Background: an optimization exercise with open tools, aiming at small area. Do not read the settings as production practice.
No run shown here included a check of the RTL's function; only the layout flow was run.
Power and IR drop assume default switching activity.

`flow/design.v`:
```
module ALU (
    input Clk,
    input Reset,
    input [7:0] operand_A, operand_B,
    input [3:0] Sel,
    output [7:0] Out,
    output [3:0] Flag);
    reg [7:0] Result;
    reg [3:0] FlagCpy;
    wire [7:0] nResult;
    wire [3:0] nFlag;
    assign Out = Result;
    assign Flag = FlagCpy;
    wire [7:0] A = operand_A;
    wire [7:0] B = operand_B;
    wire s_add, s_sub, s_mul, s_div, s_shl, s_shr, s_lgc, s_quo, sub, subn;
    wire T0, T1, T3;
    ALU_dec u_dec (.Sel(Sel), .s_add(s_add), .s_sub(s_sub), .s_mul(s_mul),
                   .s_div(s_div), .s_shl(s_shl), .s_shr(s_shr), .s_lgc(s_lgc),
                   .s_quo(s_quo), .sub(sub), .subn(subn), .T0(T0), .T1(T1), .T3(T3));
    wire [7:0] dec, Yi, Yx, Yn;
    ALU_dec3 u_d3 (.b(B[2:0]), .d(dec));
    genvar g, k;
    generate
        for (k = 0; k < 8; k = k + 1) begin : g_y
            ALU_ymux u_m (.b(B[k]), .d(dec[k]), .s(s_shr), .yn(Yi[k]));
            if (k % 2 == 0) begin : g_e
                ALU_xor u_x (.a(Yi[k]), .b(sub), .y(Yn[k]));
                assign Yx[k] = ~Yn[k];
            end else begin : g_o
                ALU_xnor u_x (.a(Yi[k]), .b(sub), .y(Yx[k]));
                assign Yn[k] = ~Yx[k];
            end
        end
    endgenerate
    wire [7:0] Y = ~Yi;
    wire [7:0] hz, qz;
    assign hz[0] = 1'b1;
    assign qz[0] = s_quo;
    generate
        for (g = 1; g < 8; g = g + 1) begin : g_hz
            assign hz[g] = ~|B[7:8-g];
            assign qz[g] = (s_div && hz[g]) || (s_shr && B[2:0] < 8 - g);
        end
    endgenerate
    wire b_lo;                               
    ALU_nor5 u_blo (.a(B[7:3]), .y(b_lo));
    wire kill;
    ALU_kill u_kl (.s_mul(s_mul), .s_shr(s_shr), .b_lo(b_lo), .kill(kill));
    wire [7:0] xs;
    generate
        for (k = 0; k < 8; k = k + 1) begin : g_xs
            ALU_andn u_x (.a(A[k]), .b(kill), .y(xs[k]));
        end
    endgenerate
    wire [7:0] X0;                   
    wire [7:0] q;                    
    wire [7:0] co;                   
    wire r7_e_n, r7_c1;
    wire r7_x0_n;
    wire r7_b0_pn, r7_b0_gn;
    ALU_pgo r7_b0_pg (.x(xs[7]), .y(Yx[0]), .pn(r7_b0_pn), .gn(r7_b0_gn));
    ALU_co  r7_b0_c (.pn(r7_b0_pn), .gn(r7_b0_gn), .cn(subn), .c(r7_c1));
    ALU_sel0_nn r7_b0_s (.x(xs[7]), .t(Y[0]), .e(r7_e_n), .xo(r7_x0_n));
    assign co[7] = r7_c1;
    ALU_en_n r7_en (.s_mul(s_mul), .a(A[7]), .qz(qz[7]), .co(r7_c1), .en_n(r7_e_n));
    assign q[7] = ~r7_e_n;
    wire r6_e_n, r6_c1, r6_c2;
    wire r6_x0_n;
    wire r6_b0_pn, r6_b0_gn;
    ALU_pgo r6_b0_pg (.x(xs[6]), .y(Yx[0]), .pn(r6_b0_pn), .gn(r6_b0_gn));
    ALU_co  r6_b0_c (.pn(r6_b0_pn), .gn(r6_b0_gn), .cn(subn), .c(r6_c1));
    ALU_sel0_nn r6_b0_s (.x(xs[6]), .t(Y[0]), .e(r6_e_n), .xo(r6_x0_n));
    wire r6_x1_n;
    wire r6_b1_pn, r6_b1_gn;
    ALU_pgo r6_b1_pg (.x(Yx[1]), .y(r6_c1), .pn(r6_b1_pn), .gn(r6_b1_gn));
    ALU_co  r6_b1_c (.pn(r6_b1_pn), .gn(r6_b1_gn), .cn(r7_x0_n), .c(r6_c2));
    ALU_sel_nttnn r6_b1_s (.x(r7_x0_n), .y(Yx[1]), .c(r6_c1), .e(r6_e_n), .xo(r6_x1_n));
    assign co[6] = r6_c2;
    ALU_en_n r6_en (.s_mul(s_mul), .a(A[6]), .qz(qz[6]), .co(r6_c2), .en_n(r6_e_n));
    assign q[6] = ~r6_e_n;
    wire r5_e, r5_c1, r5_c2, r5_c3_n;
    wire r5_x0_n;
    wire r5_b0_pn, r5_b0_gn;
    ALU_pgo r5_b0_pg (.x(xs[5]), .y(Yx[0]), .pn(r5_b0_pn), .gn(r5_b0_gn));
    ALU_co  r5_b0_c (.pn(r5_b0_pn), .gn(r5_b0_gn), .cn(subn), .c(r5_c1));
    ALU_sel0_tn r5_b0_s (.x(xs[5]), .t(Y[0]), .e(r5_e), .xo(r5_x0_n));
    wire r5_x1_n;
    wire r5_b1_pn, r5_b1_gn;
    ALU_pgo r5_b1_pg (.x(Yx[1]), .y(r5_c1), .pn(r5_b1_pn), .gn(r5_b1_gn));
    ALU_co  r5_b1_c (.pn(r5_b1_pn), .gn(r5_b1_gn), .cn(r6_x0_n), .c(r5_c2));
    ALU_sel_ntttn r5_b1_s (.x(r6_x0_n), .y(Yx[1]), .c(r5_c1), .e(r5_e), .xo(r5_x1_n));
    wire r5_x2;
    wire r5_b2_p, r5_b2_g;
    ALU_pge r5_b2_pg (.xn(r6_x1_n), .yn(Yn[2]), .p(r5_b2_p), .g(r5_b2_g));
    ALU_sel_nnttt r5_b2_s (.x(r6_x1_n), .y(Yn[2]), .c(r5_c2), .e(r5_e), .xo(r5_x2));
    ALU_ce  r5_b2_c (.p(r5_b2_p), .g(r5_b2_g), .c(r5_c2), .cn(r5_c3_n));
    assign co[5] = ~r5_c3_n;
    ALU_en_t r5_en (.s_mul(s_mul), .a(A[5]), .qz(qz[5]), .con(r5_c3_n), .en(r5_e));
    assign q[5] = r5_e;
    wire r4_e_n, r4_c1, r4_c2, r4_c3_n, r4_c4;
    wire r4_x0_n;
    wire r4_b0_pn, r4_b0_gn;
    ALU_pgo r4_b0_pg (.x(xs[4]), .y(Yx[0]), .pn(r4_b0_pn), .gn(r4_b0_gn));
    ALU_co  r4_b0_c (.pn(r4_b0_pn), .gn(r4_b0_gn), .cn(subn), .c(r4_c1));
    ALU_sel0_nn r4_b0_s (.x(xs[4]), .t(Y[0]), .e(r4_e_n), .xo(r4_x0_n));
    wire r4_x1_n;
    wire r4_b1_pn, r4_b1_gn;
    ALU_pgo r4_b1_pg (.x(Yx[1]), .y(r4_c1), .pn(r4_b1_pn), .gn(r4_b1_gn));
    ALU_co  r4_b1_c (.pn(r4_b1_pn), .gn(r4_b1_gn), .cn(r5_x0_n), .c(r4_c2));
    ALU_sel_nttnn r4_b1_s (.x(r5_x0_n), .y(Yx[1]), .c(r4_c1), .e(r4_e_n), .xo(r4_x1_n));
    wire r4_x2;
    wire r4_b2_p, r4_b2_g;
    ALU_pge r4_b2_pg (.xn(r5_x1_n), .yn(Yn[2]), .p(r4_b2_p), .g(r4_b2_g));
    ALU_sel_nntnt r4_b2_s (.x(r5_x1_n), .y(Yn[2]), .c(r4_c2), .e(r4_e_n), .xo(r4_x2));
    ALU_ce  r4_b2_c (.p(r4_b2_p), .g(r4_b2_g), .c(r4_c2), .cn(r4_c3_n));
    wire r4_x3_n;
    wire r4_b3_pn, r4_b3_gn;
    ALU_pgo r4_b3_pg (.x(r5_x2), .y(Yx[3]), .pn(r4_b3_pn), .gn(r4_b3_gn));
    ALU_sel_ttnnn r4_b3_s (.x(r5_x2), .y(Yx[3]), .c(r4_c3_n), .e(r4_e_n), .xo(r4_x3_n));
    ALU_co  r4_b3_c (.pn(r4_b3_pn), .gn(r4_b3_gn), .cn(r4_c3_n), .c(r4_c4));
    assign co[4] = r4_c4;
    ALU_en_n r4_en (.s_mul(s_mul), .a(A[4]), .qz(qz[4]), .co(r4_c4), .en_n(r4_e_n));
    assign q[4] = ~r4_e_n;
    wire r3_e, r3_c1, r3_c2, r3_c3_n, r3_c4, r3_c5_n;
    wire r3_x0_n;
    wire r3_b0_pn, r3_b0_gn;
    ALU_pgo r3_b0_pg (.x(xs[3]), .y(Yx[0]), .pn(r3_b0_pn), .gn(r3_b0_gn));
    ALU_co  r3_b0_c (.pn(r3_b0_pn), .gn(r3_b0_gn), .cn(subn), .c(r3_c1));
    ALU_sel0_tn r3_b0_s (.x(xs[3]), .t(Y[0]), .e(r3_e), .xo(r3_x0_n));
    wire r3_x1_n;
    wire r3_b1_pn, r3_b1_gn;
    ALU_pgo r3_b1_pg (.x(Yx[1]), .y(r3_c1), .pn(r3_b1_pn), .gn(r3_b1_gn));
    ALU_co  r3_b1_c (.pn(r3_b1_pn), .gn(r3_b1_gn), .cn(r4_x0_n), .c(r3_c2));
    ALU_sel_ntttn r3_b1_s (.x(r4_x0_n), .y(Yx[1]), .c(r3_c1), .e(r3_e), .xo(r3_x1_n));
    wire r3_x2;
    wire r3_b2_p, r3_b2_g;
    ALU_pge r3_b2_pg (.xn(r4_x1_n), .yn(Yn[2]), .p(r3_b2_p), .g(r3_b2_g));
    ALU_sel_nnttt r3_b2_s (.x(r4_x1_n), .y(Yn[2]), .c(r3_c2), .e(r3_e), .xo(r3_x2));
    ALU_ce  r3_b2_c (.p(r3_b2_p), .g(r3_b2_g), .c(r3_c2), .cn(r3_c3_n));
    wire r3_x3_n;
    wire r3_b3_pn, r3_b3_gn;
    ALU_pgo r3_b3_pg (.x(r4_x2), .y(Yx[3]), .pn(r3_b3_pn), .gn(r3_b3_gn));
    ALU_sel_ttntn r3_b3_s (.x(r4_x2), .y(Yx[3]), .c(r3_c3_n), .e(r3_e), .xo(r3_x3_n));
    ALU_co  r3_b3_c (.pn(r3_b3_pn), .gn(r3_b3_gn), .cn(r3_c3_n), .c(r3_c4));
    wire r3_x4;
    wire r3_b4_p, r3_b4_g;
    ALU_pge r3_b4_pg (.xn(r4_x3_n), .yn(Yn[4]), .p(r3_b4_p), .g(r3_b4_g));
    ALU_sel_nnttt r3_b4_s (.x(r4_x3_n), .y(Yn[4]), .c(r3_c4), .e(r3_e), .xo(r3_x4));
    ALU_ce  r3_b4_c (.p(r3_b4_p), .g(r3_b4_g), .c(r3_c4), .cn(r3_c5_n));
    assign co[3] = ~r3_c5_n;
    ALU_en_t r3_en (.s_mul(s_mul), .a(A[3]), .qz(qz[3]), .con(r3_c5_n), .en(r3_e));
    assign q[3] = r3_e;
    wire r2_e_n, r2_c1, r2_c2, r2_c3_n, r2_c4, r2_c5_n, r2_c6;
    wire r2_x0_n;
    wire r2_b0_pn, r2_b0_gn;
    ALU_pgo r2_b0_pg (.x(xs[2]), .y(Yx[0]), .pn(r2_b0_pn), .gn(r2_b0_gn));
    ALU_co  r2_b0_c (.pn(r2_b0_pn), .gn(r2_b0_gn), .cn(subn), .c(r2_c1));
    ALU_sel0_nn r2_b0_s (.x(xs[2]), .t(Y[0]), .e(r2_e_n), .xo(r2_x0_n));
    wire r2_x1_n;
    wire r2_b1_pn, r2_b1_gn;
    ALU_pgo r2_b1_pg (.x(Yx[1]), .y(r2_c1), .pn(r2_b1_pn), .gn(r2_b1_gn));
    ALU_co  r2_b1_c (.pn(r2_b1_pn), .gn(r2_b1_gn), .cn(r3_x0_n), .c(r2_c2));
    ALU_sel_nttnn r2_b1_s (.x(r3_x0_n), .y(Yx[1]), .c(r2_c1), .e(r2_e_n), .xo(r2_x1_n));
    wire r2_x2;
    wire r2_b2_p, r2_b2_g;
    ALU_pge r2_b2_pg (.xn(r3_x1_n), .yn(Yn[2]), .p(r2_b2_p), .g(r2_b2_g));
    ALU_sel_nntnt r2_b2_s (.x(r3_x1_n), .y(Yn[2]), .c(r2_c2), .e(r2_e_n), .xo(r2_x2));
    ALU_ce  r2_b2_c (.p(r2_b2_p), .g(r2_b2_g), .c(r2_c2), .cn(r2_c3_n));
    wire r2_x3_n;
    wire r2_b3_pn, r2_b3_gn;
    ALU_pgo r2_b3_pg (.x(r3_x2), .y(Yx[3]), .pn(r2_b3_pn), .gn(r2_b3_gn));
    ALU_sel_ttnnn r2_b3_s (.x(r3_x2), .y(Yx[3]), .c(r2_c3_n), .e(r2_e_n), .xo(r2_x3_n));
    ALU_co  r2_b3_c (.pn(r2_b3_pn), .gn(r2_b3_gn), .cn(r2_c3_n), .c(r2_c4));
    wire r2_x4;
    wire r2_b4_p, r2_b4_g;
    ALU_pge r2_b4_pg (.xn(r3_x3_n), .yn(Yn[4]), .p(r2_b4_p), .g(r2_b4_g));
    ALU_sel_nntnt r2_b4_s (.x(r3_x3_n), .y(Yn[4]), .c(r2_c4), .e(r2_e_n), .xo(r2_x4));
    ALU_ce  r2_b4_c (.p(r2_b4_p), .g(r2_b4_g), .c(r2_c4), .cn(r2_c5_n));
    wire r2_x5_n;
    wire r2_b5_pn, r2_b5_gn;
    ALU_pgo r2_b5_pg (.x(r3_x4), .y(Yx[5]), .pn(r2_b5_pn), .gn(r2_b5_gn));
    ALU_sel_ttnnn r2_b5_s (.x(r3_x4), .y(Yx[5]), .c(r2_c5_n), .e(r2_e_n), .xo(r2_x5_n));
    ALU_co  r2_b5_c (.pn(r2_b5_pn), .gn(r2_b5_gn), .cn(r2_c5_n), .c(r2_c6));
    assign co[2] = r2_c6;
    ALU_en_n r2_en (.s_mul(s_mul), .a(A[2]), .qz(qz[2]), .co(r2_c6), .en_n(r2_e_n));
    assign q[2] = ~r2_e_n;
    wire r1_e, r1_c1, r1_c2, r1_c3_n, r1_c4, r1_c5_n, r1_c6, r1_c7_n;
    wire r1_x0_n;
    wire r1_b0_pn, r1_b0_gn;
    ALU_pgo r1_b0_pg (.x(xs[1]), .y(Yx[0]), .pn(r1_b0_pn), .gn(r1_b0_gn));
    ALU_co  r1_b0_c (.pn(r1_b0_pn), .gn(r1_b0_gn), .cn(subn), .c(r1_c1));
    ALU_sel0_tn r1_b0_s (.x(xs[1]), .t(Y[0]), .e(r1_e), .xo(r1_x0_n));
    wire r1_x1_n;
    wire r1_b1_pn, r1_b1_gn;
    ALU_pgo r1_b1_pg (.x(Yx[1]), .y(r1_c1), .pn(r1_b1_pn), .gn(r1_b1_gn));
    ALU_co  r1_b1_c (.pn(r1_b1_pn), .gn(r1_b1_gn), .cn(r2_x0_n), .c(r1_c2));
    ALU_sel_ntttn r1_b1_s (.x(r2_x0_n), .y(Yx[1]), .c(r1_c1), .e(r1_e), .xo(r1_x1_n));
    wire r1_x2;
    wire r1_b2_p, r1_b2_g;
    ALU_pge r1_b2_pg (.xn(r2_x1_n), .yn(Yn[2]), .p(r1_b2_p), .g(r1_b2_g));
    ALU_sel_nnttt r1_b2_s (.x(r2_x1_n), .y(Yn[2]), .c(r1_c2), .e(r1_e), .xo(r1_x2));
    ALU_ce  r1_b2_c (.p(r1_b2_p), .g(r1_b2_g), .c(r1_c2), .cn(r1_c3_n));
    wire r1_x3_n;
    wire r1_b3_pn, r1_b3_gn;
    ALU_pgo r1_b3_pg (.x(r2_x2), .y(Yx[3]), .pn(r1_b3_pn), .gn(r1_b3_gn));
    ALU_sel_ttntn r1_b3_s (.x(r2_x2), .y(Yx[3]), .c(r1_c3_n), .e(r1_e), .xo(r1_x3_n));
    ALU_co  r1_b3_c (.pn(r1_b3_pn), .gn(r1_b3_gn), .cn(r1_c3_n), .c(r1_c4));
    wire r1_x4;
    wire r1_b4_p, r1_b4_g;
    ALU_pge r1_b4_pg (.xn(r2_x3_n), .yn(Yn[4]), .p(r1_b4_p), .g(r1_b4_g));
    ALU_sel_nnttt r1_b4_s (.x(r2_x3_n), .y(Yn[4]), .c(r1_c4), .e(r1_e), .xo(r1_x4));
    ALU_ce  r1_b4_c (.p(r1_b4_p), .g(r1_b4_g), .c(r1_c4), .cn(r1_c5_n));
    wire r1_x5_n;
    wire r1_b5_pn, r1_b5_gn;
    ALU_pgo r1_b5_pg (.x(r2_x4), .y(Yx[5]), .pn(r1_b5_pn), .gn(r1_b5_gn));
    ALU_sel_ttntn r1_b5_s (.x(r2_x4), .y(Yx[5]), .c(r1_c5_n), .e(r1_e), .xo(r1_x5_n));
    ALU_co  r1_b5_c (.pn(r1_b5_pn), .gn(r1_b5_gn), .cn(r1_c5_n), .c(r1_c6));
    wire r1_x6;
    wire r1_b6_p, r1_b6_g;
    ALU_pge r1_b6_pg (.xn(r2_x5_n), .yn(Yn[6]), .p(r1_b6_p), .g(r1_b6_g));
    ALU_sel_nnttt r1_b6_s (.x(r2_x5_n), .y(Yn[6]), .c(r1_c6), .e(r1_e), .xo(r1_x6));
    ALU_ce  r1_b6_c (.p(r1_b6_p), .g(r1_b6_g), .c(r1_c6), .cn(r1_c7_n));
    assign co[1] = ~r1_c7_n;
    ALU_en_t r1_en (.s_mul(s_mul), .a(A[1]), .qz(qz[1]), .con(r1_c7_n), .en(r1_e));
    assign q[1] = r1_e;
    wire r0_e, r0_c1, r0_c2, r0_c3_n, r0_c4, r0_c5_n, r0_c6, r0_c7_n, r0_c8;
    wire r0_b0_pn, r0_b0_gn;
    ALU_pgo r0_b0_pg (.x(xs[0]), .y(Yx[0]), .pn(r0_b0_pn), .gn(r0_b0_gn));
    ALU_co  r0_b0_c (.pn(r0_b0_pn), .gn(r0_b0_gn), .cn(subn), .c(r0_c1));
    ALU_sel0_tt r0_b0_s (.x(xs[0]), .t(Y[0]), .e(r0_e), .xo(X0[0]));
    wire r0_b1_pn, r0_b1_gn;
    ALU_pgo r0_b1_pg (.x(Yx[1]), .y(r0_c1), .pn(r0_b1_pn), .gn(r0_b1_gn));
    ALU_co  r0_b1_c (.pn(r0_b1_pn), .gn(r0_b1_gn), .cn(r1_x0_n), .c(r0_c2));
    ALU_sel_ntttt r0_b1_s (.x(r1_x0_n), .y(Yx[1]), .c(r0_c1), .e(r0_e), .xo(X0[1]));
    wire r0_b2_p, r0_b2_g;
    ALU_pge r0_b2_pg (.xn(r1_x1_n), .yn(Yn[2]), .p(r0_b2_p), .g(r0_b2_g));
    ALU_sel_nnttt r0_b2_s (.x(r1_x1_n), .y(Yn[2]), .c(r0_c2), .e(r0_e), .xo(X0[2]));
    ALU_ce  r0_b2_c (.p(r0_b2_p), .g(r0_b2_g), .c(r0_c2), .cn(r0_c3_n));
    wire r0_b3_pn, r0_b3_gn;
    ALU_pgo r0_b3_pg (.x(r1_x2), .y(Yx[3]), .pn(r0_b3_pn), .gn(r0_b3_gn));
    ALU_sel_ttntt r0_b3_s (.x(r1_x2), .y(Yx[3]), .c(r0_c3_n), .e(r0_e), .xo(X0[3]));
    ALU_co  r0_b3_c (.pn(r0_b3_pn), .gn(r0_b3_gn), .cn(r0_c3_n), .c(r0_c4));
    wire r0_b4_p, r0_b4_g;
    ALU_pge r0_b4_pg (.xn(r1_x3_n), .yn(Yn[4]), .p(r0_b4_p), .g(r0_b4_g));
    ALU_sel_nnttt r0_b4_s (.x(r1_x3_n), .y(Yn[4]), .c(r0_c4), .e(r0_e), .xo(X0[4]));
    ALU_ce  r0_b4_c (.p(r0_b4_p), .g(r0_b4_g), .c(r0_c4), .cn(r0_c5_n));
    wire r0_b5_pn, r0_b5_gn;
    ALU_pgo r0_b5_pg (.x(r1_x4), .y(Yx[5]), .pn(r0_b5_pn), .gn(r0_b5_gn));
    ALU_sel_ttntt r0_b5_s (.x(r1_x4), .y(Yx[5]), .c(r0_c5_n), .e(r0_e), .xo(X0[5]));
    ALU_co  r0_b5_c (.pn(r0_b5_pn), .gn(r0_b5_gn), .cn(r0_c5_n), .c(r0_c6));
    wire r0_b6_p, r0_b6_g;
    ALU_pge r0_b6_pg (.xn(r1_x5_n), .yn(Yn[6]), .p(r0_b6_p), .g(r0_b6_g));
    ALU_sel_nnttt r0_b6_s (.x(r1_x5_n), .y(Yn[6]), .c(r0_c6), .e(r0_e), .xo(X0[6]));
    ALU_ce  r0_b6_c (.p(r0_b6_p), .g(r0_b6_g), .c(r0_c6), .cn(r0_c7_n));
    wire r0_b7_pn, r0_b7_gn;
    ALU_pgo r0_b7_pg (.x(r1_x6), .y(Yx[7]), .pn(r0_b7_pn), .gn(r0_b7_gn));
    ALU_sel_ttntt r0_b7_s (.x(r1_x6), .y(Yx[7]), .c(r0_c7_n), .e(r0_e), .xo(X0[7]));
    ALU_co  r0_b7_c (.pn(r0_b7_pn), .gn(r0_b7_gn), .cn(r0_c7_n), .c(r0_c8));
    assign co[0] = r0_c8;
    assign r0_e = ~s_mul | A[0];      
    assign q[0] = co[0];
    wire [7:1] ovn;
    ALU_ovn_n r1_ov (.a(A[1]), .con(r1_c7_n), .hz(hz[1]), .ovn(ovn[1]));
    ALU_ovn   r2_ov (.a(A[2]), .co(r2_c6), .hz(hz[2]), .ovn(ovn[2]));
    ALU_ovn_n r3_ov (.a(A[3]), .con(r3_c5_n), .hz(hz[3]), .ovn(ovn[3]));
    ALU_ovn   r4_ov (.a(A[4]), .co(r4_c4), .hz(hz[4]), .ovn(ovn[4]));
    ALU_ovn_n r5_ov (.a(A[5]), .con(r5_c3_n), .hz(hz[5]), .ovn(ovn[5]));
    ALU_ovn   r6_ov (.a(A[6]), .co(r6_c2), .hz(hz[6]), .ovn(ovn[6]));
    ALU_ovn   r7_ov (.a(A[7]), .co(r7_c1), .hz(hz[7]), .ovn(ovn[7]));
    wire [8:0] cc;
    wire [7:0] pa, ga;
    assign cc[0] = sub;
    generate
        for (k = 0; k < 8; k = k + 1) begin : g_cmp
            if (k % 2 == 0) begin : g_even
                ALU_pge u_pg (.xn(~A[k]), .yn(Yn[k]), .p(pa[k]), .g(ga[k]));
                ALU_ce  u_c  (.p(pa[k]), .g(ga[k]), .c(cc[k]), .cn(cc[k+1]));
            end else begin : g_odd
                ALU_pgo u_pg (.x(A[k]), .y(Yx[k]), .pn(pa[k]), .gn(ga[k]));
                ALU_co  u_c  (.pn(pa[k]), .gn(ga[k]), .cn(cc[k]), .c(cc[k+1]));
            end
        end
    endgenerate
    wire mul_ovf_e;
    ALU_nand7 u_ov (.a(ovn), .y(mul_ovf_e));
    wire r0, a0, b0, big, f5;
    ALU_zero8 u_r0 (.a(Result), .z(r0));
    ALU_zero8 u_a0 (.a(A), .z(a0));
    ALU_zero8 u_b0 (.a(B), .z(b0));
    ALU_big u_big (.b(B), .b_lo(b_lo), .big(big));
    ALU_f5 u_f5 (.a(A), .b(B[2:0]), .b_lo(b_lo), .big(big), .f5(f5));
    wire hold_e, sX, sQ, m0, mco;
    ALU_hold u_hold (.s_add(s_add), .s_sub(s_sub), .s_mul(s_mul), .s_div(s_div),
                     .s_shl(s_shl), .s_quo(s_quo), .ge(cc[8]), .mul_ovf_e(mul_ovf_e),
                     .a0(a0), .big(big), .hold(hold_e), .sx(sX), .sq(sQ));
    ALU_and u_m0 (.a(s_mul), .b(A[0]), .y(m0));
    ALU_and u_mco (.a(m0), .b(co[0]), .y(mco));
    wire [7:0] lg;
    generate
        for (k = 0; k < 8; k = k + 1) begin : g_res
            if (k % 2 == 0) begin : g_e
                ALU_lgb u_l (.p(pa[k]), .g(ga[k]), .T0(T0), .T1(T1), .T3(T3), .y(lg[k]));
            end else begin : g_o
                ALU_lgbn u_l (.pn(pa[k]), .gn(ga[k]), .T0(T0), .T1(T1), .T3(T3), .y(lg[k]));
            end
            ALU_res u_r (.r(Result[k]), .x(X0[k]), .q(q[k]), .l(lg[k]),
                         .hold(hold_e), .sx(sX), .sq(sQ), .mco(mco),
                         .y(nResult[k]));
        end
    endgenerate
    wire lz;                         
    ALU_zero8 u_lz (.a(lg), .z(lz));
    wire f0_e, f2_e, k0;
    ALU_flags u_fl (.s_add(s_add), .s_sub(s_sub), .s_mul(s_mul), .s_div(s_div),
                    .s_shl(s_shl), .s_shr(s_shr), .s_lgc(s_lgc), .ge(cc[8]),
                    .mul_ovf_e(mul_ovf_e), .r0(r0), .a0(a0), .b0(b0), .big(big),
                    .b_lo(b_lo), .f5(f5), .lz(lz), .F(FlagCpy),
                    .f0_e(f0_e), .f1(nFlag[1]), .f2_e(f2_e), .f3(nFlag[3]));
    ALU_and u_k0 (.a(m0), .b(r0), .y(k0));
    ALU_late u_f0 (.e(f0_e), .k(k0), .co0(co[0]), .y(nFlag[0]));
    ALU_late u_f2 (.e(f2_e), .k(m0), .co0(co[0]), .y(nFlag[2]));
    always @(posedge Clk, posedge Reset)
    begin
        if(Reset) begin
            Result <= 8'h00;
            FlagCpy <= 4'b0000;
        end else begin
            Result <= nResult;
            FlagCpy <= nFlag;
        end
    end
endmodule
module ALU_pge (input xn, yn, output p, g);
    assign p = ~(xn & yn);
    assign g = ~(xn | yn);
endmodule
module ALU_pgo (input x, y, output pn, gn);
    assign pn = ~(x | y);
    assign gn = ~(x & y);
endmodule
module ALU_ce (input p, g, c, output cn);
    assign cn = ~(g | (p & c));
endmodule
module ALU_co (input pn, gn, cn, output c);
    assign c = ~(gn & (pn | cn));
endmodule
module ALU_en_t (input s_mul, a, qz, con, output en);
    assign en = (s_mul & a) | (qz & ~con);
endmodule
module ALU_en_n (input s_mul, a, qz, co, output en_n);
    assign en_n = ~((s_mul & a) | (qz & co));
endmodule
module ALU_lgb (input p, g, T0, T1, T3, output y);
    assign y = g ? T3 : (p ? T1 : T0);
endmodule
module ALU_lgbn (input pn, gn, T0, T1, T3, output y);
    assign y = ~gn ? T3 : (~pn ? T1 : T0);
endmodule
module ALU_res (input r, x, q, l, hold, sx, sq, mco, output y);
    assign y = mco ? r : ((hold & r) | (sx & x) | (sq & q) | l);
endmodule
module ALU_late (input e, k, co0, output y);
    assign y = e | (k & co0);
endmodule
module ALU_dec (input [3:0] Sel, output s_add, s_sub, s_mul, s_div, s_shl,
                s_shr, s_lgc, s_quo, sub, subn, output reg T0, T1, T3);
    assign s_add = (Sel == 4'h0);
    assign s_sub = (Sel == 4'h1);
    assign s_mul = (Sel == 4'h2);
    assign s_div = (Sel == 4'h3);
    assign s_shl = (Sel == 4'h4);
    assign s_shr = (Sel == 4'h5);
    assign s_lgc = (Sel >= 4'h6) && (Sel <= 4'hB);
    assign s_quo = s_div || s_shr;
    assign sub = s_sub || s_quo;
    assign subn = ~sub;
    always @(*)
    begin
        case (Sel)
            4'h6: {T0, T1, T3} = 3'b001;      
            4'h7: {T0, T1, T3} = 3'b011;      
            4'h8: {T0, T1, T3} = 3'b010;      
            4'h9: {T0, T1, T3} = 3'b101;      
            4'hA: {T0, T1, T3} = 3'b110;      
            4'hB: {T0, T1, T3} = 3'b100;      
            default: {T0, T1, T3} = 3'b000;
        endcase
    end
endmodule
module ALU_dec3 (input [2:0] b, output [7:0] d);
    assign d = 8'h01 << b;
endmodule
module ALU_ymux (input b, d, s, output yn);
    assign yn = ~(s ? d : b);
endmodule
module ALU_xor (input a, b, output y);
    assign y = a ^ b;
endmodule
module ALU_xnor (input a, b, output y);
    assign y = ~(a ^ b);
endmodule
module ALU_and (input a, b, output y);
    assign y = a & b;
endmodule
module ALU_andn (input a, b, output y);
    assign y = a & ~b;
endmodule
module ALU_nor5 (input [4:0] a, output y);
    assign y = ~|a;
endmodule
module ALU_kill (input s_mul, s_shr, b_lo, output kill);
    assign kill = s_mul | (s_shr & ~b_lo);
endmodule
module ALU_ovn (input a, co, hz, output ovn);
    assign ovn = ~(a & (co | ~hz));
endmodule
module ALU_ovn_n (input a, con, hz, output ovn);
    assign ovn = ~(a & (~con | ~hz));
endmodule
module ALU_nand7 (input [7:1] a, output y);
    assign y = ~&a;
endmodule
module ALU_zero8 (input [7:0] a, output z);
    assign z = ~|a;
endmodule
module ALU_big (input [7:0] b, input b_lo, output big);
    assign big = ~b_lo & (b[7:4] != 4'h0 || b[2:0] != 3'h0);
endmodule
module ALU_f5 (input [7:0] a, input [2:0] b, input b_lo, big, output f5);
    wire z5 = ~|a[7:5];
    wire l4 = a[4];
    wire l3 = ~a[4] & a[3];
    wire l2 = ~a[4] & ~a[3] & a[2];
    wire l1 = ~a[4] & ~a[3] & ~a[2] & a[1];
    wire l0 = ~a[4] & ~a[3] & ~a[2] & ~a[1] & a[0];
    reg lb;
    always @(*)
    begin
        case (b[1:0])
            2'd0: lb = l4;
            2'd1: lb = l3;
            2'd2: lb = l2;
            default: lb = l1;
        endcase
    end
    assign f5 = b_lo ? (b[2] & z5 & lb) : (big | (z5 & l0));
endmodule
module ALU_hold (input s_add, s_sub, s_mul, s_div, s_shl, s_quo, ge, mul_ovf_e,
                 a0, big, output hold, sx, sq);
    assign hold = (s_add & ge) | ((s_sub | s_div) & ~ge) | (s_mul & mul_ovf_e) |
                  (s_shl & (~a0 | big));
    assign sx = (s_add | s_sub | s_mul) & ~hold;
    assign sq = s_quo & ~hold;
endmodule
module ALU_flags (input s_add, s_sub, s_mul, s_div, s_shl, s_shr, s_lgc, ge,
                  mul_ovf_e, r0, a0, b0, big, b_lo, f5, lz, input [3:0] F,
                  output f0_e, f1, f2_e, f3);
    wire z = (s_mul & (a0 | b0 | (mul_ovf_e & r0))) |
             (s_div & ~ge & r0) |
             (s_shl & (r0 | (a0 & ~big))) |
             (s_shr & (~b_lo | ~ge)) |
             (s_lgc & lz);
    assign f0_e = F[0] | z;
    assign f1 = F[1] | (s_add & ge) | (s_shl & (~a0 | big));
    assign f2_e = F[2] | (s_mul & mul_ovf_e);
    assign f3 = F[3] | ((s_sub | s_div) & ~ge) | (s_shr & f5);
endmodule
module ALU_sel0_nn (input x, t, e, output xo);
    assign xo = ~(x ^ (~e & t));
endmodule
module ALU_sel0_tn (input x, t, e, output xo);
    assign xo = ~(x ^ (e & t));
endmodule
module ALU_sel0_tt (input x, t, e, output xo);
    assign xo = x ^ (e & t);
endmodule
module ALU_sel_nntnt (input x, y, c, e, output xo);
    assign xo = ~x ^ (~e & (~y ^ c));
endmodule
module ALU_sel_nnttt (input x, y, c, e, output xo);
    assign xo = ~x ^ (e & (~y ^ c));
endmodule
module ALU_sel_nttnn (input x, y, c, e, output xo);
    assign xo = ~(~x ^ (~e & (y ^ c)));
endmodule
module ALU_sel_ntttn (input x, y, c, e, output xo);
    assign xo = ~(~x ^ (e & (y ^ c)));
endmodule
module ALU_sel_ntttt (input x, y, c, e, output xo);
    assign xo = ~x ^ (e & (y ^ c));
endmodule
module ALU_sel_ttnnn (input x, y, c, e, output xo);
    assign xo = ~(x ^ (~e & (y ^ ~c)));
endmodule
module ALU_sel_ttntn (input x, y, c, e, output xo);
    assign xo = ~(x ^ (e & (y ^ ~c)));
endmodule
module ALU_sel_ttntt (input x, y, c, e, output xo);
    assign xo = x ^ (e & (y ^ ~c));
endmodule
module ALU_ovh (input a, hz, output ovn);
    assign ovn = ~(a & ~hz);
endmodule
module ALU_gpe (input p0, g0, pn1, gn1, output P, G);
    assign P = p0 & ~pn1;
    assign G = ~gn1 | (~pn1 & g0);
endmodule
module ALU_gpo (input pn0, gn0, p1, g1, output Pn, Gn);
    assign Pn = ~(p1 & ~pn0);
    assign Gn = ~(g1 | (p1 & ~gn0));
endmodule
```
`flow/constraint.sdc`:
```
create_clock -name core_clock -period 13.5 [get_ports {Clk}]
set_input_delay 2.7000 -clock core_clock [delete_from_list [all_inputs] [get_ports {Clk}]]
set_output_delay 2.7000 -clock core_clock [all_outputs]
set_load 0.01 [all_outputs]
```
`flow/flow/downsize.tcl`:
```
# POST_SYNTH hook: set every combinational cell of the synthesized netlist to
# the smallest-area drive strength of the same cell (the same name up to the
# _N drive suffix), so that ABC's drive choices, made without placement or
# real loads, do not stay in the layout. The flow's own repair_design and
# repair_timing then upsize only the cells that timing, slew or load need.
set ::ds_dont_use {}
if {[info exists ::env(DONT_USE_CELLS)]} { set ::ds_dont_use $::env(DONT_USE_CELLS) }
proc ds_dont_use {name} {
  foreach pat $::ds_dont_use { if {[string match $pat $name]} { return 1 } }
  return 0
}
set db [ord::get_db]
# smallest master for each base name: lowest area, then highest drive number
array set best {}
foreach lib [$db getLibs] {
  foreach m [$lib getMasters] {
    set n [$m getName]
    if {![regexp {^(sky130_fd_sc_hd__[a-z0-9]+(?:_[a-z0-9]+)*?)_([0-9]+)$} $n -> base drv]} { continue }
    if {[ds_dont_use $n]} { continue }
    set a [expr {[$m getWidth] * [$m getHeight]}]
    if {![info exists best($base)]} {
      set best($base) [list $a $drv $m]
    } else {
      lassign $best($base) ba bd bm
      if {$a < $ba || ($a == $ba && $drv > $bd)} { set best($base) [list $a $drv $m] }
    }
  }
}
set block [ord::get_db_block]
set swapped 0
foreach inst [$block getInsts] {
  set m [$inst getMaster]
  set n [$m getName]
  # registers keep the cell synthesis gave them
  if {[string match "sky130_fd_sc_hd__df*" $n] || [string match "sky130_fd_sc_hd__dl*" $n] || [string match "sky130_fd_sc_hd__sdf*" $n] || [string match "sky130_fd_sc_hd__edf*" $n]} { continue }
  if {![regexp {^(sky130_fd_sc_hd__[a-z0-9]+(?:_[a-z0-9]+)*?)_([0-9]+)$} $n -> base drv]} { continue }
  if {![info exists best($base)]} { continue }
  set bm [lindex $best($base) 2]
  if {[$bm getName] ne $n} {
    puts "downsize [$inst getName] $n -> [$bm getName]"
    $inst swapMaster $bm
    incr swapped
  }
}
puts "downsize: $swapped cells set to their smallest drive strength"
```
`flow/standard.sh`:
```
#!/bin/bash
# synth_recipe.tcl (not shown) runs the flow's synth.tcl, then flattens the netlist and writes it again
# the make line also repeats each setting of config.mk as NAME=value (left out here)
make -C /OpenROAD-flow-scripts/flow DESIGN_CONFIG=/design/flow/config.mk WORK_HOME=/design/flow/orfs CLKGATE_MAP_FILE= SYNTH_SCRIPT=/design/flow/synth_recipe.tcl "${@:-finish}"
```
`flow/config.mk`:
```
export PLATFORM = sky130hd
export DESIGN_NAME = ALU
export DESIGN_NICKNAME = ALU
export VERILOG_FILES = /design/flow/design.v
export SDC_FILE = /design/flow/constraint.sdc
export NUM_CORES = 4
export LEC_CHECK = 0
export ABC_AREA = 0
export CAP_MARGIN = 20
export CORE_MARGIN = 2
export CORE_UTILIZATION = 45
export CTS_BUF_LIST = sky130_fd_sc_hd__clkbuf_4
export CTS_CLUSTER_SIZE = 20
export GPL_TIMING_DRIVEN = 0
export SLEW_MARGIN = 20
export SYNTH_HIERARCHICAL = 1
export SYNTH_MINIMUM_KEEP_SIZE = 0
```
`flow/flow/run.sh`:
```
#!/bin/bash
set -euo pipefail
export POST_SYNTH_TCL="$(pwd)/flow/downsize.tcl"
export BUFFER_PORTS_ARGS="-buffer_cell sky130_fd_sc_hd__buf_1"
export RECOVER_POWER=100
SETUP_SLACK_MARGIN=0.5 bash standard.sh cts > standard_to_cts.log 2>&1
SKIP_INCREMENTAL_REPAIR=1 bash standard.sh > standard.log 2>&1
```
==> run summary, run 1 <==
Clock Pin Slew Worst Setup and Hold Paths 70 ps; max-cap violation count 0; core area 6350 um^2; fin crit share 97.6%; Antenna diodes 0; Layout area overhead 19.4%; port buffer count 30; delay-heaviest family, CP compound AO/OA/AOI/OAI gates; clock network fraction of total power 8.1%; clk_skew 0.741 ps; pin count of the biggest net entering global routing 24; Crit. path cell count 60; maximum clock path buffer count 2; Final min period 13,170 ps; fin worst setup slack 328 ps; Slew @ Worst Pin 1210 ps; Routed WL per cell 15.1 um; Vias 3,392; GRT Util Overall 25.5%; post-synthesis cell count 472; Pre-antenna DRT Iters 4; CTS tree done; initial drt markers 163; I/O pin total 34; Psw 132 uW; worst min path class reg2reg; Flop pwr share 17.9%; crit path max-delay cell type buf_1; sw frac 50.5%; Int Pwr 129 uW; hold depth 1; Design Power 261 uW; Yosys warnings 9; worst r2r path cells 5; Clock Latency Late Sink 260 ps; total gr overflow 0; first-pass GRT wire length 15,300 um; CP Class in2reg; Die Span Y 85.1 um; hold-fix buffers at CTS 0; fill cell count 633; Peak VDD IR 0.0589 mV; Placer Congestion 0.857; Std-Cell Rows 29; number of global-route vias before repair 3,252; # Post-CTS Setup Buffers 10; Critical Path AT 13,320 ps; Slew Viols, Final 0; most frequent cells in the layout 80 x nand2_1, 72 x nor2_1, 51 x o21ai_1, 31 x buf_1; Req. time, crit path 13,650 ps; Final Hold Fails 0; status finished clean; CP most frequent cell o21ai_1; leak pwr 1.34 nW; crit start category primary input; clock sinks 12; PostCTS Resize Cnt 39; power per standard cell area 73.7 nW/um^2; DRT antenna net count 0; CP Capture Type flop; Root Buffer Master clkbuf_4; CP Max Fanout 22; Initial Util 46.7%; DP Wirelength 6780 um; drt drc 0; highest clock rate 75.9 MHz; worst slack at placement -1960 ps; Inserted Clock Buffers 3; die area 7250 um^2; critical path buffer and inverter count 2; synthesized cell area 2960 um^2; routed vias/inst 5.71; max_slew headroom 19.1%; Final nets 541; Avg Inst Size Synth 6.28 um^2; Die X 85.1 um; combinational power share 74.1%; crit-path max cell delay 580 ps; most common cell after layout, fill and taps aside nand2_1; DRT Wirelength 8950 um; H-tree levels 1; layout cells sized above 1 18.0%; post-synthesis net count 494; initial antenna violation count 0; final setup vio count 0
[per-layer routing]
layer | vias up | part of all wire, % | global-route usage, %
li1 | 1727 | - | -
met2 | 66 | 50 | 44.6
met1 | 1589 | 46 | 33.9
met4 | 0 | 1.4 | 7.65
met3 | 10 | 3.4 | 1.17
met5 | - | 0 | 0
[worst reg2reg max path: cells and delay by family (launching register included)]
| family | cells | cell delay, ps |
|---|---|---|
| AOI/OAI and AO/OA | 3 | 360 |
| DFF | 1 | 390 |
| and+or+nand+nor | 2 | 720 |
[state kept, by name (all words and copies together) (netlist names)]
name     count
Result       8
FlagCpy      4
[per-stage QoR]
stage | cells | hold slack [ps] | area [um^2] | TNS (ps) | util (%)
6_report | 594 | 489 | 3540 | 0 | 55.7
4_1_cts | 594 | 495 | 3540 | 0 | 55.7
5_1_grt | 594 | 538 | 3540 | -5250 | 55.7
3_5_place_dp | 581 | 473 | 3260 | -18290 | 51.4
3_3_place_gp | 579 | 464 | 3210 | -18900 | 50.5
2_1_floorplan | 472 | 513 | 3000 | 0 | -
[power groups by stage]
stage	Combinational (mW)	Clock, mW	Sequential [mW]
2_1_floorplan	0.134	0	0.0499
3_3_place_gp	0.173	0	0.0470
3_5_place_dp	0.179	0	0.0476
4_1_cts	0.193	0.0219	0.0468
5_1_grt	0.216	0.0227	0.0477
6_report	0.193	0.0211	0.0466
[final cells by class]
cell class | instances | area [um^2] | share of cell area, %
plain buffers | 4 | 16.3 | 0.460
multi-input cells | 428 | 2790 | 78.7
well taps | 77 | 96.3 | 2.72
inverters | 28 | 105 | 2.97
repair buffers | 42 | 211 | 5.98
clock buffers | 3 | 22.5 | 0.636
flip-flops and latches | 12 | 300 | 8.49
[final timing paths]
kind	start	endpoint	slack, ps
max	operand_B[1]	Result[7]	330
min	FlagCpy[1]	FlagCpy[1]	490
max reg2reg	Result[7]	FlagCpy[0]	11980
min reg2reg	FlagCpy[1]	FlagCpy[1]	490
max in group asynchronous	Reset	Result[6]	10800
min in group asynchronous	Reset	FlagCpy[0]	2400
==> run 2, diff against run 1 <==
--- a/flow/design.v
+++ b/flow/design.v
@@ -34,13 +34,11 @@
         end
     endgenerate
     wire [7:0] Y = ~Yi;
-    wire [7:0] hz, qz;
+    wire [7:0] hz;
     assign hz[0] = 1'b1;
-    assign qz[0] = s_quo;
     generate
         for (g = 1; g < 8; g = g + 1) begin : g_hz
-            assign hz[g] = ~|B[7:8-g];
-            assign qz[g] = (s_div && hz[g]) || (s_shr && B[2:0] < 8 - g);
+            assign hz[g] = &Yi[7:8-g];
         end
     endgenerate
     wire b_lo;                               
@@ -63,7 +61,7 @@
     ALU_co  r7_b0_c (.pn(r7_b0_pn), .gn(r7_b0_gn), .cn(subn), .c(r7_c1));
     ALU_sel0_nn r7_b0_s (.x(xs[7]), .t(Y[0]), .e(r7_e_n), .xo(r7_x0_n));
     assign co[7] = r7_c1;
-    ALU_en_n r7_en (.s_mul(s_mul), .a(A[7]), .qz(qz[7]), .co(r7_c1), .en_n(r7_e_n));
+    ALU_en_n r7_en (.s_mul(s_mul), .a(A[7]), .s_quo(s_quo), .hz(hz[7]), .co(r7_c1), .en_n(r7_e_n));
     assign q[7] = ~r7_e_n;
     wire r6_e_n, r6_c1, r6_c2;
     wire r6_x0_n;
@@ -77,7 +75,7 @@
     ALU_co  r6_b1_c (.pn(r6_b1_pn), .gn(r6_b1_gn), .cn(r7_x0_n), .c(r6_c2));
     ALU_sel_nttnn r6_b1_s (.x(r7_x0_n), .y(Yx[1]), .c(r6_c1), .e(r6_e_n), .xo(r6_x1_n));
     assign co[6] = r6_c2;
-    ALU_en_n r6_en (.s_mul(s_mul), .a(A[6]), .qz(qz[6]), .co(r6_c2), .en_n(r6_e_n));
+    ALU_en_n r6_en (.s_mul(s_mul), .a(A[6]), .s_quo(s_quo), .hz(hz[6]), .co(r6_c2), .en_n(r6_e_n));
     assign q[6] = ~r6_e_n;
     wire r5_e, r5_c1, r5_c2, r5_c3_n;
     wire r5_x0_n;
@@ -96,7 +94,7 @@
     ALU_sel_nnttt r5_b2_s (.x(r6_x1_n), .y(Yn[2]), .c(r5_c2), .e(r5_e), .xo(r5_x2));
     ALU_ce  r5_b2_c (.p(r5_b2_p), .g(r5_b2_g), .c(r5_c2), .cn(r5_c3_n));
     assign co[5] = ~r5_c3_n;
-    ALU_en_t r5_en (.s_mul(s_mul), .a(A[5]), .qz(qz[5]), .con(r5_c3_n), .en(r5_e));
+    ALU_en_t r5_en (.s_mul(s_mul), .a(A[5]), .s_quo(s_quo), .hz(hz[5]), .con(r5_c3_n), .en(r5_e));
     assign q[5] = r5_e;
     wire r4_e_n, r4_c1, r4_c2, r4_c3_n, r4_c4;
     wire r4_x0_n;
@@ -120,7 +118,7 @@
     ALU_sel_ttnnn r4_b3_s (.x(r5_x2), .y(Yx[3]), .c(r4_c3_n), .e(r4_e_n), .xo(r4_x3_n));
     ALU_co  r4_b3_c (.pn(r4_b3_pn), .gn(r4_b3_gn), .cn(r4_c3_n), .c(r4_c4));
     assign co[4] = r4_c4;
-    ALU_en_n r4_en (.s_mul(s_mul), .a(A[4]), .qz(qz[4]), .co(r4_c4), .en_n(r4_e_n));
+    ALU_en_n r4_en (.s_mul(s_mul), .a(A[4]), .s_quo(s_quo), .hz(hz[4]), .co(r4_c4), .en_n(r4_e_n));
     assign q[4] = ~r4_e_n;
     wire r3_e, r3_c1, r3_c2, r3_c3_n, r3_c4, r3_c5_n;
     wire r3_x0_n;
@@ -149,7 +147,7 @@
     ALU_sel_nnttt r3_b4_s (.x(r4_x3_n), .y(Yn[4]), .c(r3_c4), .e(r3_e), .xo(r3_x4));
     ALU_ce  r3_b4_c (.p(r3_b4_p), .g(r3_b4_g), .c(r3_c4), .cn(r3_c5_n));
     assign co[3] = ~r3_c5_n;
-    ALU_en_t r3_en (.s_mul(s_mul), .a(A[3]), .qz(qz[3]), .con(r3_c5_n), .en(r3_e));
+    ALU_en_t r3_en (.s_mul(s_mul), .a(A[3]), .s_quo(s_quo), .hz(hz[3]), .con(r3_c5_n), .en(r3_e));
     assign q[3] = r3_e;
     wire r2_e_n, r2_c1, r2_c2, r2_c3_n, r2_c4, r2_c5_n, r2_c6;
     wire r2_x0_n;
@@ -183,7 +181,7 @@
     ALU_sel_ttnnn r2_b5_s (.x(r3_x4), .y(Yx[5]), .c(r2_c5_n), .e(r2_e_n), .xo(r2_x5_n));
     ALU_co  r2_b5_c (.pn(r2_b5_pn), .gn(r2_b5_gn), .cn(r2_c5_n), .c(r2_c6));
     assign co[2] = r2_c6;
-    ALU_en_n r2_en (.s_mul(s_mul), .a(A[2]), .qz(qz[2]), .co(r2_c6), .en_n(r2_e_n));
+    ALU_en_n r2_en (.s_mul(s_mul), .a(A[2]), .s_quo(s_quo), .hz(hz[2]), .co(r2_c6), .en_n(r2_e_n));
     assign q[2] = ~r2_e_n;
     wire r1_e, r1_c1, r1_c2, r1_c3_n, r1_c4, r1_c5_n, r1_c6, r1_c7_n;
     wire r1_x0_n;
@@ -222,7 +220,7 @@
     ALU_sel_nnttt r1_b6_s (.x(r2_x5_n), .y(Yn[6]), .c(r1_c6), .e(r1_e), .xo(r1_x6));
     ALU_ce  r1_b6_c (.p(r1_b6_p), .g(r1_b6_g), .c(r1_c6), .cn(r1_c7_n));
     assign co[1] = ~r1_c7_n;
-    ALU_en_t r1_en (.s_mul(s_mul), .a(A[1]), .qz(qz[1]), .con(r1_c7_n), .en(r1_e));
+    ALU_en_t r1_en (.s_mul(s_mul), .a(A[1]), .s_quo(s_quo), .hz(hz[1]), .con(r1_c7_n), .en(r1_e));
     assign q[1] = r1_e;
     wire r0_e, r0_c1, r0_c2, r0_c3_n, r0_c4, r0_c5_n, r0_c6, r0_c7_n, r0_c8;
     wire r0_b0_pn, r0_b0_gn;
@@ -261,8 +259,8 @@
     assign r0_e = ~s_mul | A[0];      
     assign q[0] = co[0];
     wire [7:1] ovn;
-    ALU_ovn_n r1_ov (.a(A[1]), .con(r1_c7_n), .hz(hz[1]), .ovn(ovn[1]));
-    ALU_ovn   r2_ov (.a(A[2]), .co(r2_c6), .hz(hz[2]), .ovn(ovn[2]));
+    ALU_ovh   r1_ov (.a(A[1]), .hz(hz[1]), .ovn(ovn[1]));
+    ALU_ovh   r2_ov (.a(A[2]), .hz(hz[2]), .ovn(ovn[2]));
     ALU_ovn_n r3_ov (.a(A[3]), .con(r3_c5_n), .hz(hz[3]), .ovn(ovn[3]));
     ALU_ovn   r4_ov (.a(A[4]), .co(r4_c4), .hz(hz[4]), .ovn(ovn[4]));
     ALU_ovn_n r5_ov (.a(A[5]), .con(r5_c3_n), .hz(hz[5]), .ovn(ovn[5]));
@@ -294,8 +292,11 @@
     ALU_hold u_hold (.s_add(s_add), .s_sub(s_sub), .s_mul(s_mul), .s_div(s_div),
                      .s_shl(s_shl), .s_quo(s_quo), .ge(cc[8]), .mul_ovf_e(mul_ovf_e),
                      .a0(a0), .big(big), .hold(hold_e), .sx(sX), .sq(sQ));
+    wire m1, m2;
     ALU_and u_m0 (.a(s_mul), .b(A[0]), .y(m0));
-    ALU_and u_mco (.a(m0), .b(co[0]), .y(mco));
+    ALU_and u_m1 (.a(s_mul), .b(A[1]), .y(m1));
+    ALU_and u_m2 (.a(s_mul), .b(A[2]), .y(m2));
+    ALU_mco u_mco (.m0(m0), .co0(co[0]), .m1(m1), .co1(co[1]), .m2(m2), .co2(co[2]), .mco(mco));
     wire [7:0] lg;
     generate
         for (k = 0; k < 8; k = k + 1) begin : g_res
@@ -311,15 +312,14 @@
     endgenerate
     wire lz;                         
     ALU_zero8 u_lz (.a(lg), .z(lz));
-    wire f0_e, f2_e, k0;
+    wire f0_e, f2_e;
     ALU_flags u_fl (.s_add(s_add), .s_sub(s_sub), .s_mul(s_mul), .s_div(s_div),
                     .s_shl(s_shl), .s_shr(s_shr), .s_lgc(s_lgc), .ge(cc[8]),
                     .mul_ovf_e(mul_ovf_e), .r0(r0), .a0(a0), .b0(b0), .big(big),
                     .b_lo(b_lo), .f5(f5), .lz(lz), .F(FlagCpy),
                     .f0_e(f0_e), .f1(nFlag[1]), .f2_e(f2_e), .f3(nFlag[3]));
-    ALU_and u_k0 (.a(m0), .b(r0), .y(k0));
-    ALU_late u_f0 (.e(f0_e), .k(k0), .co0(co[0]), .y(nFlag[0]));
-    ALU_late u_f2 (.e(f2_e), .k(m0), .co0(co[0]), .y(nFlag[2]));
+    ALU_late u_f0 (.e(f0_e), .k(r0), .co0(mco), .y(nFlag[0]));
+    ALU_or2 u_f2 (.a(f2_e), .b(mco), .y(nFlag[2]));
     always @(posedge Clk, posedge Reset)
     begin
         if(Reset) begin
@@ -345,11 +345,11 @@
 module ALU_co (input pn, gn, cn, output c);
     assign c = ~(gn & (pn | cn));
 endmodule
-module ALU_en_t (input s_mul, a, qz, con, output en);
-    assign en = (s_mul & a) | (qz & ~con);
+module ALU_en_t (input s_mul, a, s_quo, hz, con, output en);
+    assign en = (s_mul & a) | (s_quo & hz & ~con);
 endmodule
-module ALU_en_n (input s_mul, a, qz, co, output en_n);
-    assign en_n = ~((s_mul & a) | (qz & co));
+module ALU_en_n (input s_mul, a, s_quo, hz, co, output en_n);
+    assign en_n = ~((s_mul & a) | (s_quo & hz & co));
 endmodule
 module ALU_lgb (input p, g, T0, T1, T3, output y);
     assign y = g ? T3 : (p ? T1 : T0);
@@ -400,6 +400,12 @@
 module ALU_xnor (input a, b, output y);
     assign y = ~(a ^ b);
 endmodule
+module ALU_mco (input m0, co0, m1, co1, m2, co2, output mco);
+    assign mco = (m0 & co0) | (m1 & co1) | (m2 & co2);
+endmodule
+module ALU_or2 (input a, b, output y);
+    assign y = a | b;
+endmodule
 module ALU_and (input a, b, output y);
     assign y = a & b;
 endmodule
==> flow/flow/run.sh (replaced) <==
#!/bin/bash
set -euo pipefail
export POST_SYNTH_TCL="$(pwd)/flow/downsize.tcl"
export BUFFER_PORTS_ARGS="-buffer_cell sky130_fd_sc_hd__buf_1"
export RECOVER_POWER=100
bash standard.sh > standard.log 2>&1
--- a/flow/config.mk
+++ b/flow/config.mk
@@ -12,6 +12,7 @@
 export CTS_BUF_LIST = sky130_fd_sc_hd__clkbuf_4
 export CTS_CLUSTER_SIZE = 20
 export GPL_TIMING_DRIVEN = 0
+export SETUP_SLACK_MARGIN = -0.3
 export SLEW_MARGIN = 20
 export SYNTH_HIERARCHICAL = 1
 export SYNTH_MINIMUM_KEEP_SIZE = 0
==> run 2 against run 1 <==
Worst setup slack better by 21 ps; clock-buffer cell count stayed put; critical path type unchanged; synthesized cell count fell by 4.0%; still clean; non-clock buffer count grew 18; clock power is 2% lower; first-iteration DRC count shrank 0.61%; global-route usage shrank 0.15 points; highest routed layer unchanged; routed wire length increased by 1.8%.
==> run summary, run 2 <==
I/O pin total 34; pin count of the biggest net entering global routing 17; Std-Cell Rows 29; Avg Inst Size Synth 6.31 um^2; Layout Cells excl Fill 594; die area 7000 um^2; most common cell after layout, fill and taps aside nand2_1; DRT Wirelength 9110 um; Slew @ Worst Pin 1010 ps; crit start category primary input; Hold Path Origin FlagCpy[3]; total gr overflow 0; final setup vio count 0; Reg2Reg Setup Slack 11,970 ps; Regs by FF count Result x8, FlagCpy x4; Peak VDD IR 0.0572 mV; Final Hold Fails 0; max reg flops 8; port buffer count 30; fill cell count 591; crit path max-delay cell type a222oi_1; DP Area 3160 um^2; Vias 3,418; post-synthesis cell count 453; clock sinks 12; Hold EP FlagCpy[3]; worst slack at placement -2660 ps; initial drt markers 162; Critical Path AT 13,300 ps; Pre-antenna DRT Iters 5; Final min period 13,150 ps; Initial Util 45.8%; Clock Pin Slew Worst Setup and Hold Paths 60 ps; fin crit share 97.4%; CP Max Fanout 9; H-tree levels 1; Antenna diodes 0; clk_skew 1.98 ps; layout cells sized above 1 25.9%; Setup TNS Final 0 ps; first-pass GRT wire length 14,800 um; max_slew headroom 32.5%; crit-path max cell delay 440 ps; status finished clean; Root Buffer Master clkbuf_4; worst r2r path cells 5; Inserted Clock Buffers 3; Die X 83.7 um; CTS tree done; DRT antenna net count 0; max-cap violation count 0; reg2reg start Result[1]; CP Class in2reg; Yosys warnings 9; hold depth 2; power per standard cell area 70.1 nW/um^2; Placer Congestion 0.867; reg-to-reg endpoint FlagCpy[0]; post-synthesis net count 475; synthesized cell area 2860 um^2; Clock Latency Late Sink 270 ps; routed vias/inst 5.75; leak pwr 1.47 nW; CP most frequent cell o21ai_2; GRT Util Overall 25.3%; fin worst setup slack 349 ps; Slew Viols, Final 0; DP Cell Count 564; largest register by flop count Result; worst min path class reg2reg; Final Cell Area 3770 um^2; initial antenna violation count 0; Layout Utilization 60.4%; Final nets 541; Die Span Y 83.7 um; DP Wirelength 6640 um; drt drc 0; highest clock rate 76.0 MHz; Req. time, crit path 13,650 ps; Routed WL per cell 15.3 um; core area 6240 um^2; CP Capture Type flop; maximum clock path buffer count 2; Layout area overhead 32.0%; number of global-route vias before repair 3,076; most frequent cells in the layout 82 x nand2_1, 66 x nor2_1, 43 x o21ai_1, 30 x buf_1, 29 x xnor2_1
run 2: critical path: cells and delay by family:
family                    cells  cell delay (ps)
AOI/OAI and AO/OA            35             5980
muxes                         1              290
and+or+nand+nor              13             1990
buffers and inverters         6             1000
xor gates and xnor gates      7             1270
run 2: area by class of cell:
class                   count  area (um^2)  area share [%]
plain buffers               3         13.8           0.365
clock buffers               3         22.5           0.597
inverters                  22         85.1            2.26
multi-input cells         416         2880            76.5
flip-flops and latches     12          300            7.97
well taps                  77         96.3            2.56
repair buffers             61          369            9.79
run 2: timing repair:
action                     4_1_cts  5_1_grt
buffers inserted                17        9
hold buffers                     0        0
setup endpoints to repair       10       10
pin swaps                        8       11
resized for setup               30       49
run 2: report_power, final:
group / leakage, nW / internal, mW / switching (mW)
Sequential: 0.135 / 0.0424 / 0.00399
Clock: 0.0138 / 0.0103 / 0.0103
Combinational: 1.32 / 0.0803 / 0.117
Total: 1.47 / 0.133 / 0.131
run 2: worst max path at each step:
stage          startpoint    endpoint  slack (ps)  cells after the start
6_report           Sel[1]   Result[0]         350                     62
5_1_grt            Sel[1]   Result[7]        -370                     63
4_1_cts            Sel[3]   Result[7]        -290                     61
3_5_place_dp       Sel[2]  FlagCpy[2]       -2660                     60
3_3_place_gp       Sel[1]  FlagCpy[2]       -3020                     58
2_1_floorplan      Sel[2]  FlagCpy[2]        -210                     60
run 2: metrics by stage:
step	power [mW]	hold WS (ps)
after floorplan	0.176	513
after global placement	0.210	467
after detailed placement	0.217	473
after CTS	0.248	487
after global routing	0.289	501
final	0.264	484
run 2: layer usage:
layer | GRT usage, % | share of wire (%)
met1 | 33.4 | 43
met2 | 44.7 | 50
met3 | 1.98 | 5.6
met4 | 6.30 | 1.9
met5 | 0 | 0

[port drivers added, routing unchanged]
No port has a modelled driver above. Below, the same layouts with a new extraction and two added sets of constraints. Step 1 (the two cells are an assumption about what drives the block):
set clk [get_ports {Clk}]
set_driving_cell -lib_cell sky130_fd_sc_hd__clkbuf_16 $clk
set_driving_cell -lib_cell sky130_fd_sc_hd__buf_2 [delete_from_list [all_inputs] $clk]
Step 2 times the ports against the registers' clock, not the clock port: input delays grow and output delays shrink by t, the midpoint of the rising clock arrivals with the driver on. Three values: ideal, step 1, step 2; two values: the first two.
| run | shift t [ns] | slack for setup (ns) | worst setup path after step 2 | clock arrival spread, ns | pins driven straight from the clock port |
|---|---|---|---|---|---|
| run 1 | 0.281 | 0.328 / 0.320 / 0.039 | input to register | 0.001 / 0.001 | 1 |
| run 2 | 0.285 | 0.349 / 0.349 / 0.064 | input to register | 0.002 / 0.002 | 1 |
After both steps setup and hold are still met in every run listed. For run 1, which loses most, drivers alone change the setup slack by -0.008 ns; drivers and shift together by -0.289 ns.
